Background: an optimization exercise with open tools, aiming at small area, a short achievable clock period and few clock cycles per item. Do not read the settings as production practice. The RTL was checked by simulation tests, not by an equivalence proof against the original design. Treat power and IR drop as tool artefacts here; the default activity estimate runs too high for this design.

==> inputs of build 19 <==
// aesha_keccak
module aesha_keccak(input  logic         i_clk,
                    input  logic         i_reset,    
                    input  logic         i_start,
                    input  logic [511:0] i_data,
                    output logic [511:0] o_data,
                    output logic         o_busy,
                    output logic         o_done
                   );
Settings: LEC_CHECK=0, CAP_MARGIN=40, CORE_MARGIN=2, CORE_UTILIZATION=50, CTS_BUF_LIST=sky130_fd_sc_hd__clkbuf_16, CTS_CLUSTER_DIAMETER=60, CTS_CLUSTER_SIZE=20, GPL_ROUTABILITY_DRIVEN=0, PLACE_DENSITY=0.6, SETUP_SLACK_MARGIN=2.0, SLEW_MARGIN=20, SYNTH_HIERARCHICAL=1; clock period 5.5 ns.
standard.sh (not shown) runs the stock make flow with config.mk's settings and CLKGATE_MAP_FILE= SYNTH_SCRIPT=/design/flow/synth_recipe.tcl, a recipe that flattens the netlist after the stock synthesis.
==> flow/flow/run.sh <==
#!/bin/bash
# The standard ORFS layout (standard.sh), with faster, smaller port buffers
# (buffer_ports -buffer_cell) and sizing not tied to cell footprints.
set -euo pipefail
bash standard.sh \
  "BUFFER_PORTS_ARGS=-buffer_cell sky130_fd_sc_hd__buf_2" \
  MATCH_CELL_FOOTPRINT=0 \
  finish > standard_sh.log 2>&1
==> inputs of trial 68, as changes to build 19 <==
--- a/flow/design.v
+++ b/flow/design.v
@@ -356,41 +356,33 @@
     kx2  u_t_24(.a(a[24]), .b(d[4]), .y(t[24]));
     assign b[4] = {t[24][49:0], t[24][63:50]};
     logic [63:0] b0;
     assign b0 = b[0] ^ rc;
     logic [63:0] g0; knand u_g0(.a(b[1]), .b(b[2]), .y(g0));
-    logic [63:0] zn0; kx2  u_z0(.a(b0), .b(g0), .y(zn0));
-    logic [63:0] y0; knor u_ldz0(.a(ldv), .b(zn0), .y(y0));
-    ka21o u_ld0(.a1(a_in[0]), .a2(ldv), .b1(y0), .y(a_nx[0]));
+    logic [63:0] z0; kxn2 u_z0(.a(b0), .b(g0), .y(z0));
+    kmux u_ld0(.s(ldv), .a(z0), .b(a_in[0]), .y(a_nx[0]));
     logic [63:0] g1; knor  u_g1(.a(b[2]), .b(b[3]), .y(g1));
-    logic [63:0] zn1; kx2  u_z1(.a(b[1]), .b(g1), .y(zn1));
-    logic [63:0] y1; knor u_ldz1(.a(ldv), .b(zn1), .y(y1));
-    ka21o u_ld1(.a1(a_in[1]), .a2(ldv), .b1(y1), .y(a_nx[1]));
+    logic [63:0] z1; kxn2 u_z1(.a(b[1]), .b(g1), .y(z1));
+    kmux u_ld1(.s(ldv), .a(z1), .b(a_in[1]), .y(a_nx[1]));
     logic [63:0] g2; knand u_g2(.a(b[3]), .b(b[4]), .y(g2));
-    logic [63:0] zn2; kx2  u_z2(.a(b[2]), .b(g2), .y(zn2));
-    logic [63:0] y2; knor u_ldz2(.a(ldv), .b(zn2), .y(y2));
-    ka21o u_ld2(.a1(a_in[2]), .a2(ldv), .b1(y2), .y(a_nx[2]));
+    logic [63:0] z2; kxn2 u_z2(.a(b[2]), .b(g2), .y(z2));
+    kmux u_ld2(.s(ldv), .a(z2), .b(a_in[2]), .y(a_nx[2]));
     logic [63:0] g3; kornb u_g3(.a(b[0]), .b(b[4]), .y(g3));
-    logic [63:0] zn3; kxn2 u_z3(.a(b[3]), .b(g3), .y(zn3));
-    logic [63:0] y3; knor u_ldz3(.a(ldv), .b(zn3), .y(y3));
-    ka21o u_ld3(.a1(a_in[3]), .a2(ldv), .b1(y3), .y(a_nx[3]));
+    logic [63:0] z3; kx2  u_z3(.a(b[3]), .b(g3), .y(z3));
+    kmux u_ld3(.s(ldv), .a(z3), .b(a_in[3]), .y(a_nx[3]));
     logic [63:0] g4; knor  u_g4(.a(b[0]), .b(b[1]), .y(g4));
-    logic [63:0] zn4; kxn2 u_z4(.a(b[4]), .b(g4), .y(zn4));
-    logic [63:0] y4; knor u_ldz4(.a(ldv), .b(zn4), .y(y4));
-    ka21o u_ld4(.a1(a_in[4]), .a2(ldv), .b1(y4), .y(a_nx[4]));
+    logic [63:0] z4; kx2  u_z4(.a(b[4]), .b(g4), .y(z4));
+    kmux u_ld4(.s(ldv), .a(z4), .b(a_in[4]), .y(a_nx[4]));
     logic [63:0] g5; knand u_g5(.a(b[6]), .b(b[7]), .y(g5));
-    logic [63:0] zn5; kx2  u_z5(.a(b[5]), .b(g5), .y(zn5));
-    logic [63:0] y5; knor u_ldz5(.a(ldv), .b(zn5), .y(y5));
-    ka21o u_ld5(.a1(a_in[5]), .a2(ldv), .b1(y5), .y(a_nx[5]));
+    logic [63:0] z5; kxn2 u_z5(.a(b[5]), .b(g5), .y(z5));
+    kmux u_ld5(.s(ldv), .a(z5), .b(a_in[5]), .y(a_nx[5]));
     logic [63:0] g6; knor  u_g6(.a(b[7]), .b(b[8]), .y(g6));
-    logic [63:0] zn6; kx2  u_z6(.a(b[6]), .b(g6), .y(zn6));
-    logic [63:0] y6; knor u_ldz6(.a(ldv), .b(zn6), .y(y6));
-    ka21o u_ld6(.a1(a_in[6]), .a2(ldv), .b1(y6), .y(a_nx[6]));
+    logic [63:0] z6; kxn2 u_z6(.a(b[6]), .b(g6), .y(z6));
+    kmux u_ld6(.s(ldv), .a(z6), .b(a_in[6]), .y(a_nx[6]));
     logic [63:0] g7; knand u_g7(.a(b[8]), .b(b[9]), .y(g7));
-    logic [63:0] zn7; kx2  u_z7(.a(b[7]), .b(g7), .y(zn7));
-    logic [63:0] y7; knor u_ldz7(.a(ldv), .b(zn7), .y(y7));
-    ka21o u_ld7(.a1(a_in[7]), .a2(ldv), .b1(y7), .y(a_nx[7]));
+    logic [63:0] z7; kxn2 u_z7(.a(b[7]), .b(g7), .y(z7));
+    kmux u_ld7(.s(ldv), .a(z7), .b(a_in[7]), .y(a_nx[7]));
     logic [63:0] g8; kornb u_g8(.a(b[5]), .b(b[9]), .y(g8));
     logic [63:0] zn8; kxn2 u_z8(.a(b[8]), .b(g8), .y(zn8));
     logic [63:0] y8; knor u_ld8(.a(ldv), .b(zn8), .y(y8));
     assign a_nx[8] = y8 | {ld, 62'h0, ld};
     logic [63:0] g9; knor  u_g9(.a(b[5]), .b(b[6]), .y(g9));
@@ -496,8 +488,10 @@
     assign y = ~(a | b);
 endmodule
 module kornb(input  logic [63:0] a, b, output logic [63:0] y);
     assign y = b | ~a;
 endmodule
-module ka21o(input  logic [63:0] a1, a2, b1, output logic [63:0] y);
-    assign y = (a1 & a2) | b1;
+module kmux(input  logic [63:0] s, a, b, output logic [63:0] y);
+    for (genvar i = 0; i < 64; i++) begin : g_bit
+        assign y[i] = s[i] ? b[i] : a[i];
+    end
 endmodule
==> flow/config.mk (replaced) <==
export PLATFORM = sky130hd
export DESIGN_NAME = aesha_keccak
export DESIGN_NICKNAME = aesha_keccak
export VERILOG_FILES = /design/flow/design.v
export SDC_FILE = /design/flow/constraint.sdc
export NUM_CORES = 4
export LEC_CHECK = 0
export CAP_MARGIN = 20
export CORE_MARGIN = 2
export CORE_UTILIZATION = 50
export CTS_BUF_LIST = sky130_fd_sc_hd__clkbuf_16
export CTS_CLUSTER_DIAMETER = 60
export CTS_CLUSTER_SIZE = 20
export PLACE_DENSITY = 0.6
export SETUP_SLACK_MARGIN = 2.0
export SLEW_MARGIN = 20
export SYNTH_HIERARCHICAL = 1
==> inputs of build 18, as changes to build 19 <==
--- a/flow/design.v
+++ b/flow/design.v
@@ -356,41 +356,33 @@
     kx2  u_t_24(.a(a[24]), .b(d[4]), .y(t[24]));
     assign b[4] = {t[24][49:0], t[24][63:50]};
     logic [63:0] b0;
     assign b0 = b[0] ^ rc;
     logic [63:0] g0; knand u_g0(.a(b[1]), .b(b[2]), .y(g0));
-    logic [63:0] zn0; kx2  u_z0(.a(b0), .b(g0), .y(zn0));
-    logic [63:0] y0; knor u_ldz0(.a(ldv), .b(zn0), .y(y0));
-    ka21o u_ld0(.a1(a_in[0]), .a2(ldv), .b1(y0), .y(a_nx[0]));
+    logic [63:0] z0; kxn2 u_z0(.a(b0), .b(g0), .y(z0));
+    kmux u_ld0(.s(ldv), .a(z0), .b(a_in[0]), .y(a_nx[0]));
     logic [63:0] g1; knor  u_g1(.a(b[2]), .b(b[3]), .y(g1));
-    logic [63:0] zn1; kx2  u_z1(.a(b[1]), .b(g1), .y(zn1));
-    logic [63:0] y1; knor u_ldz1(.a(ldv), .b(zn1), .y(y1));
-    ka21o u_ld1(.a1(a_in[1]), .a2(ldv), .b1(y1), .y(a_nx[1]));
+    logic [63:0] z1; kxn2 u_z1(.a(b[1]), .b(g1), .y(z1));
+    kmux u_ld1(.s(ldv), .a(z1), .b(a_in[1]), .y(a_nx[1]));
     logic [63:0] g2; knand u_g2(.a(b[3]), .b(b[4]), .y(g2));
-    logic [63:0] zn2; kx2  u_z2(.a(b[2]), .b(g2), .y(zn2));
-    logic [63:0] y2; knor u_ldz2(.a(ldv), .b(zn2), .y(y2));
-    ka21o u_ld2(.a1(a_in[2]), .a2(ldv), .b1(y2), .y(a_nx[2]));
+    logic [63:0] z2; kxn2 u_z2(.a(b[2]), .b(g2), .y(z2));
+    kmux u_ld2(.s(ldv), .a(z2), .b(a_in[2]), .y(a_nx[2]));
     logic [63:0] g3; kornb u_g3(.a(b[0]), .b(b[4]), .y(g3));
-    logic [63:0] zn3; kxn2 u_z3(.a(b[3]), .b(g3), .y(zn3));
-    logic [63:0] y3; knor u_ldz3(.a(ldv), .b(zn3), .y(y3));
-    ka21o u_ld3(.a1(a_in[3]), .a2(ldv), .b1(y3), .y(a_nx[3]));
+    logic [63:0] z3; kx2  u_z3(.a(b[3]), .b(g3), .y(z3));
+    kmux u_ld3(.s(ldv), .a(z3), .b(a_in[3]), .y(a_nx[3]));
     logic [63:0] g4; knor  u_g4(.a(b[0]), .b(b[1]), .y(g4));
-    logic [63:0] zn4; kxn2 u_z4(.a(b[4]), .b(g4), .y(zn4));
-    logic [63:0] y4; knor u_ldz4(.a(ldv), .b(zn4), .y(y4));
-    ka21o u_ld4(.a1(a_in[4]), .a2(ldv), .b1(y4), .y(a_nx[4]));
+    logic [63:0] z4; kx2  u_z4(.a(b[4]), .b(g4), .y(z4));
+    kmux u_ld4(.s(ldv), .a(z4), .b(a_in[4]), .y(a_nx[4]));
     logic [63:0] g5; knand u_g5(.a(b[6]), .b(b[7]), .y(g5));
-    logic [63:0] zn5; kx2  u_z5(.a(b[5]), .b(g5), .y(zn5));
-    logic [63:0] y5; knor u_ldz5(.a(ldv), .b(zn5), .y(y5));
-    ka21o u_ld5(.a1(a_in[5]), .a2(ldv), .b1(y5), .y(a_nx[5]));
+    logic [63:0] z5; kxn2 u_z5(.a(b[5]), .b(g5), .y(z5));
+    kmux u_ld5(.s(ldv), .a(z5), .b(a_in[5]), .y(a_nx[5]));
     logic [63:0] g6; knor  u_g6(.a(b[7]), .b(b[8]), .y(g6));
-    logic [63:0] zn6; kx2  u_z6(.a(b[6]), .b(g6), .y(zn6));
-    logic [63:0] y6; knor u_ldz6(.a(ldv), .b(zn6), .y(y6));
-    ka21o u_ld6(.a1(a_in[6]), .a2(ldv), .b1(y6), .y(a_nx[6]));
+    logic [63:0] z6; kxn2 u_z6(.a(b[6]), .b(g6), .y(z6));
+    kmux u_ld6(.s(ldv), .a(z6), .b(a_in[6]), .y(a_nx[6]));
     logic [63:0] g7; knand u_g7(.a(b[8]), .b(b[9]), .y(g7));
-    logic [63:0] zn7; kx2  u_z7(.a(b[7]), .b(g7), .y(zn7));
-    logic [63:0] y7; knor u_ldz7(.a(ldv), .b(zn7), .y(y7));
-    ka21o u_ld7(.a1(a_in[7]), .a2(ldv), .b1(y7), .y(a_nx[7]));
+    logic [63:0] z7; kxn2 u_z7(.a(b[7]), .b(g7), .y(z7));
+    kmux u_ld7(.s(ldv), .a(z7), .b(a_in[7]), .y(a_nx[7]));
     logic [63:0] g8; kornb u_g8(.a(b[5]), .b(b[9]), .y(g8));
     logic [63:0] zn8; kxn2 u_z8(.a(b[8]), .b(g8), .y(zn8));
     logic [63:0] y8; knor u_ld8(.a(ldv), .b(zn8), .y(y8));
     assign a_nx[8] = y8 | {ld, 62'h0, ld};
     logic [63:0] g9; knor  u_g9(.a(b[5]), .b(b[6]), .y(g9));
@@ -496,8 +488,10 @@
     assign y = ~(a | b);
 endmodule
 module kornb(input  logic [63:0] a, b, output logic [63:0] y);
     assign y = b | ~a;
 endmodule
-module ka21o(input  logic [63:0] a1, a2, b1, output logic [63:0] y);
-    assign y = (a1 & a2) | b1;
+module kmux(input  logic [63:0] s, a, b, output logic [63:0] y);
+    for (genvar i = 0; i < 64; i++) begin : g_bit
+        assign y[i] = s[i] ? b[i] : a[i];
+    end
 endmodule
==> flow/run.sh (new file) <==
#!/bin/bash
# synth_recipe.tcl (not shown) runs the flow's synth.tcl, then flattens the netlist and writes it again
# the make line also repeats each setting of config.mk as NAME=value (left out here)
make -C /OpenROAD-flow-scripts/flow DESIGN_CONFIG=/design/flow/config.mk WORK_HOME=/design/flow/orfs CLKGATE_MAP_FILE= SYNTH_SCRIPT=/design/flow/synth_recipe.tcl finish
==> flow/config.mk (replaced) <==
export PLATFORM = sky130hd
export DESIGN_NAME = aesha_keccak
export DESIGN_NICKNAME = aesha_keccak
export VERILOG_FILES = /design/flow/design.v
export SDC_FILE = /design/flow/constraint.sdc
export NUM_CORES = 4
export LEC_CHECK = 0
export CAP_MARGIN = 40
export CORE_MARGIN = 2
export CORE_UTILIZATION = 55
export PLACE_DENSITY = 0.65
export SETUP_SLACK_MARGIN = 2.0
export SLEW_MARGIN = 40
export SYNTH_HIERARCHICAL = 1
removed: flow/flow/run.sh
removed: flow/standard.sh
==> inputs of trial 55, as changes to build 19 <==
==> flow/config.mk (replaced) <==
export PLATFORM = sky130hd
export DESIGN_NAME = aesha_keccak
export DESIGN_NICKNAME = aesha_keccak
export VERILOG_FILES = /design/flow/design.v
export SDC_FILE = /design/flow/constraint.sdc
export NUM_CORES = 4
export LEC_CHECK = 0
export CAP_MARGIN = 40
export CORE_MARGIN = 2
export CORE_UTILIZATION = 55
export CTS_BUF_LIST = sky130_fd_sc_hd__clkbuf_16
export CTS_CLUSTER_DIAMETER = 60
export CTS_CLUSTER_SIZE = 20
export PLACE_DENSITY = 0.65
export SETUP_SLACK_MARGIN = 2.0
export SLEW_MARGIN = 40
export SYNTH_HIERARCHICAL = 1
==> qor summary <==
Power dissipated in the clock network: build 19 11.0 mW; trial 55 11.6 mW; build 18 13.4 mW; trial 68 11.9 mW
Run status: build 19 complete, but fails checks; trial 55 no timing/DRC/antenna violations; build 18 no timing/DRC/antenna violations; trial 68 no timing/DRC/antenna violations
Violated checks: build 19 max-capacitance violations, max-slew violations; trial 55 -; build 18 -; trial 68 -
Post-Layout Cell Count: build 19 14670; trial 55 14111; build 18 13701; trial 68 13891
Cell depth of the worst setup path: build 19 8; trial 55 8; build 18 9; trial 68 8
PnR worst setup slack: build 19 1020 ps; trial 55 1590 ps; build 18 1420 ps; trial 68 1690 ps
Overall power: build 19 702 mW; trial 55 712 mW; build 18 733 mW; trial 68 725 mW
Die Area: build 19 194000 µm²; trial 55 177000 µm²; build 18 180000 µm²; trial 68 198000 µm²
Maximum clock frequency: build 19 223 MHz; trial 55 256 MHz; build 18 245 MHz; trial 68 262 MHz
Xor/xnor cell area share of the yosys netlist: build 19 44.2%; trial 55 44.2%; build 18 43.3%; trial 68 43.3%
Worst setup timing slack at the placement stage: build 19 1830 ps; trial 55 1640 ps; build 18 1660 ps; trial 68 1340 ps
Seq area share: build 19 28.7%; trial 55 28.1%; build 18 26.3%; trial 68 27.9%
Sequential standard cell area: build 19 32200 µm²; trial 55 32200 µm²; build 18 32200 µm²; trial 68 32200 µm²
Met3 Use GR: build 19 36.5%; trial 55 40.7%; build 18 38.8%; trial 68 31.2%
HPWL Detailed: build 19 477 mm; trial 55 494 mm; build 18 501 mm; trial 68 531 mm
Number of clock buffers in the layout: build 19 149; trial 55 157; build 18 255; trial 68 165
Placed cell count: build 19 14281; trial 55 13800; build 18 13313; trial 68 13559
Post-Route Skew: build 19 75.9 ps; trial 55 43.2 ps; build 18 48.8 ps; trial 68 50.0 ps
Testbench counts of build 19, summed over its fixed seeds: cycles 8,000, items 320.
Testbench counts of trial 68, summed over its fixed seeds: cycles 8,000, items 320.
Testbench counts of build 18, summed over its fixed seeds: cycles 8,000, items 320.
Testbench counts of trial 55, summed over its fixed seeds: cycles 8,000, items 320.

-- re-timing with driven ports --
The results above use ideal ports. As a check the final layouts listed here were re-extracted and re-timed, cells and wires unchanged.
Step 1 sets driving cells, clkbuf_16 on the clock port and buf_2 on the other inputs (assumed; they add their load-dependent delay and slew).
Step 2 adds t to the input delays and takes it off the output delays; t is the mean of the earliest and latest rising clock arrival at the registers after step 1. Input paths then give back, and output paths get back, about the clock's delay inside the block.
Slacks: no drivers / after step 1 / after step 2; pairs: no drivers / after step 1.
| run | t, ns | slack for setup (ns) | hold slack, ns | worst setup path after step 2 |
|---|---|---|---|---|
| build 19 | 0.982 | 1.020 / 1.020 / 1.020 | 0.067 / -0.024 / 0.647 | register to register |
| trial 68 | 0.974 | 1.685 / 1.685 / 1.685 | 0.069 / -0.015 / 0.670 | register to register |
| build 18 | 0.992 | 1.417 / 1.417 / 1.417 | 0.469 / 0.389 / 0.662 | register to register |
| trial 55 | 0.980 | 1.587 / 1.587 / 1.587 | 0.067 / -0.014 / 0.674 | register to register |
